This is an optimization exercise on Yosys and OpenROAD, whose aim is small area, a short achievable clock period and few clock cycles, not a production implementation.

==> build 7 <==
Design Milestone_1, start of the top module:
module Milestone_1 (
		input logic Clock_50,
		input logic Resetn,
		input logic M1_Start,
		input logic [15:0] SRAM_read_data,
		output logic M1_Finish,
		output logic [15:0] M1_write_data,
		output logic [17:0] M1_address,
		output logic M1_we_n
);
export LEC_CHECK = 0
export CAP_MARGIN = 20
export CORE_MARGIN = 2
export CORE_UTILIZATION = 40
export PLACE_DENSITY = 0.6
export SLEW_MARGIN = 20
create_clock -name core_clock -period 12.0 [get_ports {Clock_50}]
run.sh (not shown) runs the stock make flow with config.mk's settings and CLKGATE_MAP_FILE= SYNTH_SCRIPT=/design/flow/synth_recipe.tcl, a recipe that flattens the netlist after the stock synthesis.
==> trial 74: changes against build 7 <==
--- a/flow/design.v
+++ b/flow/design.v
@@ -14,104 +14,118 @@
 localparam logic [17:0] V_BASE   = 18'd57600;
 localparam logic [17:0] RGB_BASE = 18'd146944;
 logic        running;
 logic [1:0]  fin_cnt;      
 logic        fin_wait;
 logic [2:0]  ph;           
-logic [7:0]  kk;           
+logic [7:0]  kk;
+logic        lin;          
+logic [3:0]  li;           
 logic [15:0] ypt;          
-logic [14:0] uvp;          
 logic [17:0] wpt;          
 logic ph0, ph1, ph2, ph3, ph4;
 assign ph0 = (ph == 3'd0);
 assign ph1 = (ph == 3'd1);
 assign ph2 = (ph == 3'd2);
 assign ph3 = (ph == 3'd3);
 assign ph4 = (ph == 3'd4);
-logic lead0, lead1, pair;    
-assign lead0 = (kk == 8'd0);
-assign lead1 = (kk == 8'd1);
-assign pair  = ~lead0 & ~lead1;
-logic last_slot;             
-assign last_slot = (kk == 8'd161);
-logic uv_rd_slot;
-assign uv_rd_slot = (kk <= 8'd155);
-logic y_rd_slot;
-assign y_rd_slot = (kk <= 8'd159);
+logic pair, wait_lead;
+assign pair      = (kk >= 8'd2);
+assign wait_lead = (kk == 8'd0);
+logic l0, l1, l3, l4, l5, l6, l7, l8, l9, l10;
+assign l0  = lin & (li == 4'd0);
+assign l1  = lin & (li == 4'd1);
+assign l3  = lin & (li == 4'd3);
+assign l4  = lin & (li == 4'd4);
+assign l5  = lin & (li == 4'd5);
+assign l6  = lin & (li == 4'd6);
+assign l7  = lin & (li == 4'd7);
+assign l8  = lin & (li == 4'd8);
+assign l9  = lin & (li == 4'd9);
+assign l10 = lin & (li == 4'd10);
 logic clamp;
 assign clamp = (kk >= 8'd158);
 logic is_write;
 assign is_write = running & pair & (ph0 | ph1 | ph2);
-logic rd_u, rd_v;    
-always_comb begin
-	rd_u = 1'b0;
-	rd_v = 1'b0;
-	if (lead0) begin
-		rd_u = ph0 | ph2;
-		rd_v = ph1 | ph3;
-	end else if (lead1) begin
-		rd_v = ph0;
-		rd_u = ph3;
-	end else if (ph3 & uv_rd_slot) begin
-		rd_v = ~kk[0];
-		rd_u = kk[0];
-	end
-end
-logic uv_inc;
-assign uv_inc = running & (lead0 ? rd_v : rd_u);
+logic uv_rd_slot;
+assign uv_rd_slot = ph3 & (kk != 8'd0) & (kk <= 8'd155);
+logic rd_u, rd_v, rd_y;
+assign rd_u = l0 | l5 | (uv_rd_slot & kk[0]);
+assign rd_v = l1 | l6 | ((kk == 8'd1) & ph2) | (uv_rd_slot & ~kk[0]);
+assign rd_y = l7 | (ph4 & (kk <= 8'd159));
+logic [1:0] uv_off;
+assign uv_off = (l0 | l1) ? 2'd0 : (l5 | l6) ? 2'd1 : 2'd2;
 logic [17:0] uv_addr;
-assign uv_addr = (rd_v ? V_BASE : U_BASE) + {3'd0, uvp};
+assign uv_addr = {3'd0, ypt[15:1]} + {2'd0, rd_v ? 8'd225 : 8'd150, 6'd0, uv_off};    
 logic row_end, frame_end;
-assign row_end   = last_slot & ph2;
+assign row_end   = (kk == 8'd161) & ph2;
 assign frame_end = row_end & (ypt == 16'd38400);
 always_ff @(posedge Clock_50 or negedge Resetn) begin
 	if (!Resetn) begin
 		running   <= 1'b0;
 		fin_wait  <= 1'b0;
 		fin_cnt   <= 2'd0;
 		M1_Finish <= 1'b0;
 		M1_we_n   <= 1'b1;
 		ph        <= 3'd0;
 		kk        <= 8'd0;
+		lin       <= 1'b0;
+		li        <= 4'd0;
 		ypt       <= 16'd0;
-		uvp       <= 15'd0;
 		wpt       <= RGB_BASE;
 	end else begin
 		M1_we_n <= ~is_write;
 		if (running) begin
 			if (frame_end) begin
 				running  <= 1'b0;
 				fin_wait <= 1'b1;
 			end
 			if (row_end) begin
 				ph <= 3'd0;
 				kk <= 8'd0;
+			end else if (wait_lead) begin
+				if (l9) begin
+					ph <= 3'd2;
+					kk <= 8'd1;
+				end
 			end else if (ph4) begin
 				ph <= 3'd0;
 				kk <= kk + 8'd1;
 			end else begin
 				ph <= ph + 3'd1;
 			end
-			if (ph4 & y_rd_slot) ypt <= ypt + 16'd1;
-			if (uv_inc) uvp <= uvp + 15'd1;
+			if (frame_end) begin
+				lin <= 1'b0;
+			end else if ((kk == 8'd160) & ph2) begin
+				lin <= 1'b1;
+				li  <= 4'd0;
+			end else if (lin) begin
+				li <= li + 4'd1;
+				if (li == 4'd10) lin <= 1'b0;
+			end
+			if (rd_y) ypt <= ypt + 16'd1;
 			if (is_write) wpt <= wpt + 18'd1;
 		end else if (fin_wait) begin
 			fin_cnt <= fin_cnt + 2'd1;
 			if (fin_cnt == 2'd1) begin
 				M1_Finish <= 1'b1;
 				fin_wait  <= 1'b0;
 			end
 		end else if (M1_Start & ~M1_Finish) begin
 			running <= 1'b1;
+			lin     <= 1'b1;
+			li      <= 4'd0;
 		end
 	end
 end
 logic [2:0] ph_n;
 always_comb begin
 	if (~running | row_end | ph4)
 		ph_n = 3'd0;
+	else if (wait_lead)
+		ph_n = l9 ? 3'd2 : 3'd0;
 	else
 		ph_n = ph + 3'd1;
 end
 logic sel_fv, sel_e, sel_f, sel_w0, sel_w1, en_su;
 always_ff @(posedge Clock_50) begin
 	sel_fv     <= (ph_n == 3'd3);
@@ -128,52 +142,61 @@
 		M1_address <= uv_addr;
 	else
 		M1_address <= {2'd0, ypt};
 end
 logic [7:0]  wu0, wu1, wu2, wu3, wu4, wu5;    
 logic [7:0]  wv0, wv1, wv2, wv3, wv4, wv5;    
-logic [15:0] pend;                             
+logic [7:0]  pend_h, pend_l;                   
 logic [15:0] y_reg;
 logic [8:0]  su;                               
 logic        nu;                               
 logic [7:0]  b0_reg;
 wire [7:0] dh = SRAM_read_data[15:8];
 wire [7:0] dl = SRAM_read_data[7:0];
+logic shift_reg;    
+assign shift_reg = pair & ph1;
+logic sh_u, sh_v;
+assign sh_u = shift_reg | l3 | l4 | l5 | l6 | l8 | l9;
+assign sh_v = shift_reg | l4 | l5 | l6 | l7 | l9 | l10;
 logic [7:0] u_in, v_in;
 always_comb begin
-	if (clamp) begin
+	if (l3 | l8)
+		u_in = dh;
+	else if (l6 | l9)
+		u_in = pend_h;
+	else if (clamp | l4 | l5)
 		u_in = wu5;
-		v_in = wv5;
-	end else if (~kk[0]) begin    
+	else if (~kk[0])
 		u_in = dh;
-		v_in = pend[15:8];
-	end else begin
-		u_in = pend[15:8];
-		v_in = pend[7:0];
-	end
+	else
+		u_in = pend_h;
+	if (l4 | l9)
+		v_in = dh;
+	else if (l7 | l10)
+		v_in = pend_l;
+	else if (clamp | l5 | l6)
+		v_in = wv5;
+	else if (~kk[0])
+		v_in = pend_h;
+	else
+		v_in = pend_l;
 end
+logic ld_pend_h, ld_pend_l, pend_h_dl;
+assign pend_h_dl = l3 | l8 | (shift_reg & ~kk[0]);
+assign ld_pend_h = pend_h_dl | (shift_reg & kk[0]) | ((kk == 8'd2) & ph0);
+assign ld_pend_l = l4 | l9 | (shift_reg & kk[0]) | ((kk == 8'd2) & ph0);
 always_ff @(posedge Clock_50) begin
-	if (ph2) y_reg <= SRAM_read_data;
-	if (lead0 & ph3) begin
-		wu0 <= dh; wu1 <= dh; wu2 <= dh; wu3 <= dl;
-	end else if (lead1 & ph0) begin
-		wu4 <= dh; wu5 <= dl;
-	end else if (pair & ph1) begin
+	if (ph2 & ~wait_lead) y_reg <= SRAM_read_data;
+	if (sh_u) begin
 		wu0 <= wu1; wu1 <= wu2; wu2 <= wu3; wu3 <= wu4; wu4 <= wu5; wu5 <= u_in;
 	end
-	if (lead0 & ph4) begin
-		wv0 <= dh; wv1 <= dh; wv2 <= dh; wv3 <= dl;
-	end else if (lead1 & ph1) begin
-		wv4 <= dh; wv5 <= dl;
-	end else if (pair & ph1) begin
+	if (sh_v) begin
 		wv0 <= wv1; wv1 <= wv2; wv2 <= wv3; wv3 <= wv4; wv4 <= wv5; wv5 <= v_in;
 	end
-	if (lead1 & ph3)
-		pend <= SRAM_read_data;
-	else if (pair & ph1)
-		pend <= kk[0] ? SRAM_read_data : {dl, pend[7:0]};
+	if (ld_pend_h) pend_h <= pend_h_dl ? dl : dh;
+	if (ld_pend_l) pend_l <= dl;
 end
 logic [7:0] f0, f1, f2, f3, f4, f5;
 assign f0 = sel_fv ? wv0 : wu0;
 assign f1 = sel_fv ? wv1 : wu1;
 assign f2 = sel_fv ? wv2 : wu2;
 assign f3 = sel_fv ? wv3 : wu3;
@@ -619,13 +642,15 @@
 assign {rlo_w118, rlo_w117} = rlo_w52 + rlo_w82 + rlo_w83;
 wire [20:0] rlo_ra = {1'b0, rlo_w84, rlo_w116, rlo_w114, rlo_w112, rlo_w110, rlo_w108, rlo_w106, rlo_w104, rlo_w102, rlo_w100, rlo_w98, rlo_w96, rlo_w94, rlo_w92, rlo_w90, rlo_w88, rlo_w86, {~lv[2]}, {~lv[1]}, lv[0]};
 wire [20:0] rlo_rb = {1'b0, rlo_w118, rlo_w117, rlo_w115, rlo_w113, rlo_w111, rlo_w109, rlo_w107, rlo_w105, rlo_w103, rlo_w101, rlo_w99, rlo_w97, rlo_w95, rlo_w93, rlo_w91, rlo_w89, rlo_w87, rlo_w85, {~lv[0]}, 1'b0};
 assign r_lsum = rlo_ra + rlo_rb;
 logic [2:0] r_cy;
 always_ff @(posedge Clock_50) r_cy <= r_lsum[20:18];
-wire [8:0] r_sum;
+logic [1:0] r_lb;
+always_ff @(posedge Clock_50) r_lb <= r_lsum[17:16];
+wire [8:0] r_hsum;
 wire rhi_w1;
 wire rhi_w2;
 wire rhi_w3;
 wire rhi_w4;
 wire rhi_w5;
 wire rhi_w6;
@@ -694,13 +719,14 @@
 assign {rhi_w42, rhi_w41} = rhi_w19 + rhi_w28 + rhi_w29;
 assign {rhi_w44, rhi_w43} = rhi_w30 + rhi_w31 + {~hv[7]};
 assign {rhi_w46, rhi_w45} = rhi_w32 + rhi_w33 + {~hv[8]};
 assign {rhi_w48, rhi_w47} = hv[7] + rhi_w34;
 wire [8:0] rhi_ra = {{~hv[8]}, {~hv[8]}, rhi_w46, rhi_w44, rhi_w42, rhi_w40, rhi_w38, rhi_w36, {~hv[3]}};
 wire [8:0] rhi_rb = {1'b0, rhi_w48, rhi_w47, rhi_w45, rhi_w43, rhi_w41, rhi_w39, rhi_w37, rhi_w35};
-assign r_sum = rhi_ra + rhi_rb;
+assign r_hsum = rhi_ra + rhi_rb;
+wire [10:0] r_sum = {r_hsum, r_lb};
 wire [21:0] g_lsum;
 wire glo_w1;
 wire glo_w2;
 wire glo_w3;
 wire glo_w4;
 wire glo_w5;
@@ -914,13 +940,15 @@
 assign {glo_w142, glo_w141} = glo_w76 + glo_w108;
 wire [21:0] glo_ra = {1'b0, glo_w142, glo_w140, glo_w138, glo_w136, glo_w134, glo_w132, glo_w130, glo_w128, glo_w126, glo_w124, glo_w122, glo_w120, glo_w118, glo_w116, glo_w114, glo_w112, glo_w110, {~ly[0]}, ly[0], {~lv[1]}, lv[0]};
 wire [21:0] glo_rb = {1'b0, 1'b0, glo_w141, glo_w139, glo_w137, glo_w135, glo_w133, glo_w131, glo_w129, glo_w127, glo_w125, glo_w123, glo_w121, glo_w119, glo_w117, glo_w115, glo_w113, glo_w111, glo_w109, {~lv[2]}, {~lv[0]}, 1'b0};
 assign g_lsum = glo_ra + glo_rb;
 logic [3:0] g_cy;
 always_ff @(posedge Clock_50) g_cy <= g_lsum[21:18];
-wire [8:0] g_sum;
+logic [1:0] g_lb;
+always_ff @(posedge Clock_50) g_lb <= g_lsum[17:16];
+wire [8:0] g_hsum;
 wire ghi_w1;
 wire ghi_w2;
 wire ghi_w3;
 wire ghi_w4;
 wire ghi_w5;
 wire ghi_w6;
@@ -1031,13 +1059,14 @@
 assign {ghi_w70, ghi_w69} = ghi_w54 + ghi_w55 + {~ghi_w41};
 assign {ghi_w72, ghi_w71} = ghi_w56 + ghi_w57 + {~ghi_w42};
 assign {ghi_w74, ghi_w73} = ghi_w46 + ghi_w58 + ghi_w59;
 assign {ghi_w76, ghi_w75} = ghi_w60 + {~hv[8]};
 wire [8:0] ghi_ra = {1'b1, ghi_w74, ghi_w72, ghi_w70, ghi_w68, ghi_w66, ghi_w64, ghi_w62, {~hv[2]}};
 wire [8:0] ghi_rb = {ghi_w76, ghi_w75, ghi_w73, ghi_w71, ghi_w69, ghi_w67, ghi_w65, ghi_w63, ghi_w61};
-assign g_sum = ghi_ra + ghi_rb;
+assign g_hsum = ghi_ra + ghi_rb;
+wire [10:0] g_sum = {g_hsum, g_lb};
 wire [20:0] b_lsum;
 wire blo_w1;
 wire blo_w2;
 wire blo_w3;
 wire blo_w4;
 wire blo_w5;
@@ -1197,13 +1226,15 @@
 assign {blo_w106, blo_w105} = blo_w42 + blo_w70 + blo_w71;
 wire [20:0] blo_ra = {1'b0, blo_w72, blo_w104, blo_w102, blo_w100, blo_w98, blo_w96, blo_w94, blo_w92, blo_w90, blo_w88, blo_w86, blo_w84, blo_w82, blo_w80, blo_w78, blo_w76, blo_w74, {~lu[0]}, {~lu[1]}, lu[0]};
 wire [20:0] blo_rb = {1'b0, blo_w106, blo_w105, blo_w103, blo_w101, blo_w99, blo_w97, blo_w95, blo_w93, blo_w91, blo_w89, blo_w87, blo_w85, blo_w83, blo_w81, blo_w79, blo_w77, blo_w75, blo_w73, {~lu[0]}, 1'b0};
 assign b_lsum = blo_ra + blo_rb;
 logic [2:0] b_cy;
 always_ff @(posedge Clock_50) b_cy <= b_lsum[20:18];
-wire [8:0] b_sum;
+logic [1:0] b_lb;
+always_ff @(posedge Clock_50) b_lb <= b_lsum[17:16];
+wire [8:0] b_hsum;
 wire bhi_w1;
 wire bhi_w2;
 wire bhi_w3;
 wire bhi_w4;
 wire bhi_w5;
 wire bhi_w6;
@@ -1248,20 +1279,21 @@
 assign {bhi_w26, bhi_w25} = bhi_w12 + bhi_w13 + {~hy[5]};
 assign {bhi_w28, bhi_w27} = bhi_w14 + bhi_w15 + {~hy[6]};
 assign {bhi_w30, bhi_w29} = bhi_w16 + bhi_w17 + {~hy[7]};
 assign {bhi_w32, bhi_w31} = hu[7] + hy[7] + bhi_w18;
 wire [8:0] bhi_ra = {{~hu[8]}, {~hu[8]}, bhi_w30, bhi_w28, bhi_w26, bhi_w24, bhi_w22, bhi_w20, bhi_w7};
 wire [8:0] bhi_rb = {1'b0, bhi_w32, bhi_w31, bhi_w29, bhi_w27, bhi_w25, bhi_w23, bhi_w21, bhi_w19};
-assign b_sum = bhi_ra + bhi_rb;
-function automatic [7:0] clip(input logic [8:0] s, input logic neg);
-	if (neg | s[8])
+assign b_hsum = bhi_ra + bhi_rb;
+wire [10:0] b_sum = {b_hsum, b_lb};
+function automatic [7:0] clip(input logic [10:0] s, input logic neg);
+	if (neg | s[10])
 		clip = 8'd0;
-	else if (|s[7:6])
+	else if (|s[9:8])
 		clip = 8'd255;
 	else
-		clip = s[5:-2];
+		clip = s[7:0];
 endfunction
 logic [7:0] r_px, g_px, b_px;
 assign r_px = clip(r_sum, pnv);
 assign g_px = clip(g_sum, pnu | pnv);
 assign b_px = clip(b_sum, pnu);
 always_ff @(posedge Clock_50) begin
==> flow/flow/run.sh (new file) <==
#!/bin/bash
# Standard layout, but with timing repair aiming for extra setup slack
# (the clock period and constraints stay the design's).
set -euo pipefail
MARGIN=${MARGIN:-8}
bash standard.sh SETUP_SLACK_MARGIN=$MARGIN finish > standard_flow.log 2>&1
==> flow/standard.sh (new file) <==
#!/bin/bash
# synth_recipe.tcl (not shown) runs the flow's synth.tcl, then flattens the netlist and writes it again
# the make line also repeats each setting of config.mk as NAME=value (left out here)
make -C /OpenROAD-flow-scripts/flow DESIGN_CONFIG=/design/flow/config.mk WORK_HOME=/design/flow/orfs CLKGATE_MAP_FILE= SYNTH_SCRIPT=/design/flow/synth_recipe.tcl "${@:-finish}"
removed: flow/run.sh
==> results.yml <==
cells_and_area:
  seq_cell_count: 336
  nFillCells: 5748
  fin_util_pct: 44.9
grt:
  grt_pass1_vias: 17054
  gr-usage-met2_pct: 31.2
outcome:
  status: "finished clean"
worst_setup_path:
  r2r_end: "M1_write_data[14]"
placed_design:
  dpl.cell_count: 3138
-- figures above: build 7

==> results.yml <==
cells_and_area:
  fin_util_pct: 47.9
  seq_cell_count: 335
  nFillCells: 5458
grt:
  top_usage_layer: "met2"
sta:
  tightest_slew_ns: 1.04
outcome:
  status: "finished clean"
placed_design:
  dpl.cell_count: 3077
worst_setup_path:
  r2r_end: "lv[6]"
-- figures above: trial 74

No run of this note included a check of the RTL's function; only the layout flow was run.

-- separate check: timing with driven ports --
How much do the figures lean on ideal ports? The routed layouts below were timed once more, with nothing changed but the port constraints.
Step 1 (the two cells are an assumption about what drives the block):
set clk [get_ports {Clock_50}]
set_driving_cell -lib_cell sky130_fd_sc_hd__clkbuf_16 $clk
set_driving_cell -lib_cell sky130_fd_sc_hd__buf_2 [delete_from_list [all_inputs] $clk]
Step 2 adds t to the input delays and takes it off the output delays; t is the mean of the earliest and latest rising clock arrival at the registers after step 1. Input paths then give back, and output paths get back, about the clock's delay inside the block.
Slacks: no drivers / after step 1 / after step 2; pairs: no drivers / after step 1.
run	shift t [ns]	slack for setup (ns)	hold WS [ns]	slew at the worst register clock pin (ns)	worst data-port slew with drivers (ns)
build 7	0.620	6.827 / 6.827 / 6.827	0.346 / 0.346 / 0.346	0.07 / 0.07	0.04
trial 74	0.616	7.524 / 7.524 / 7.524	0.326 / 0.326 / 0.326	0.07 / 0.07	0.04
After both steps setup and hold are still met in every run listed.
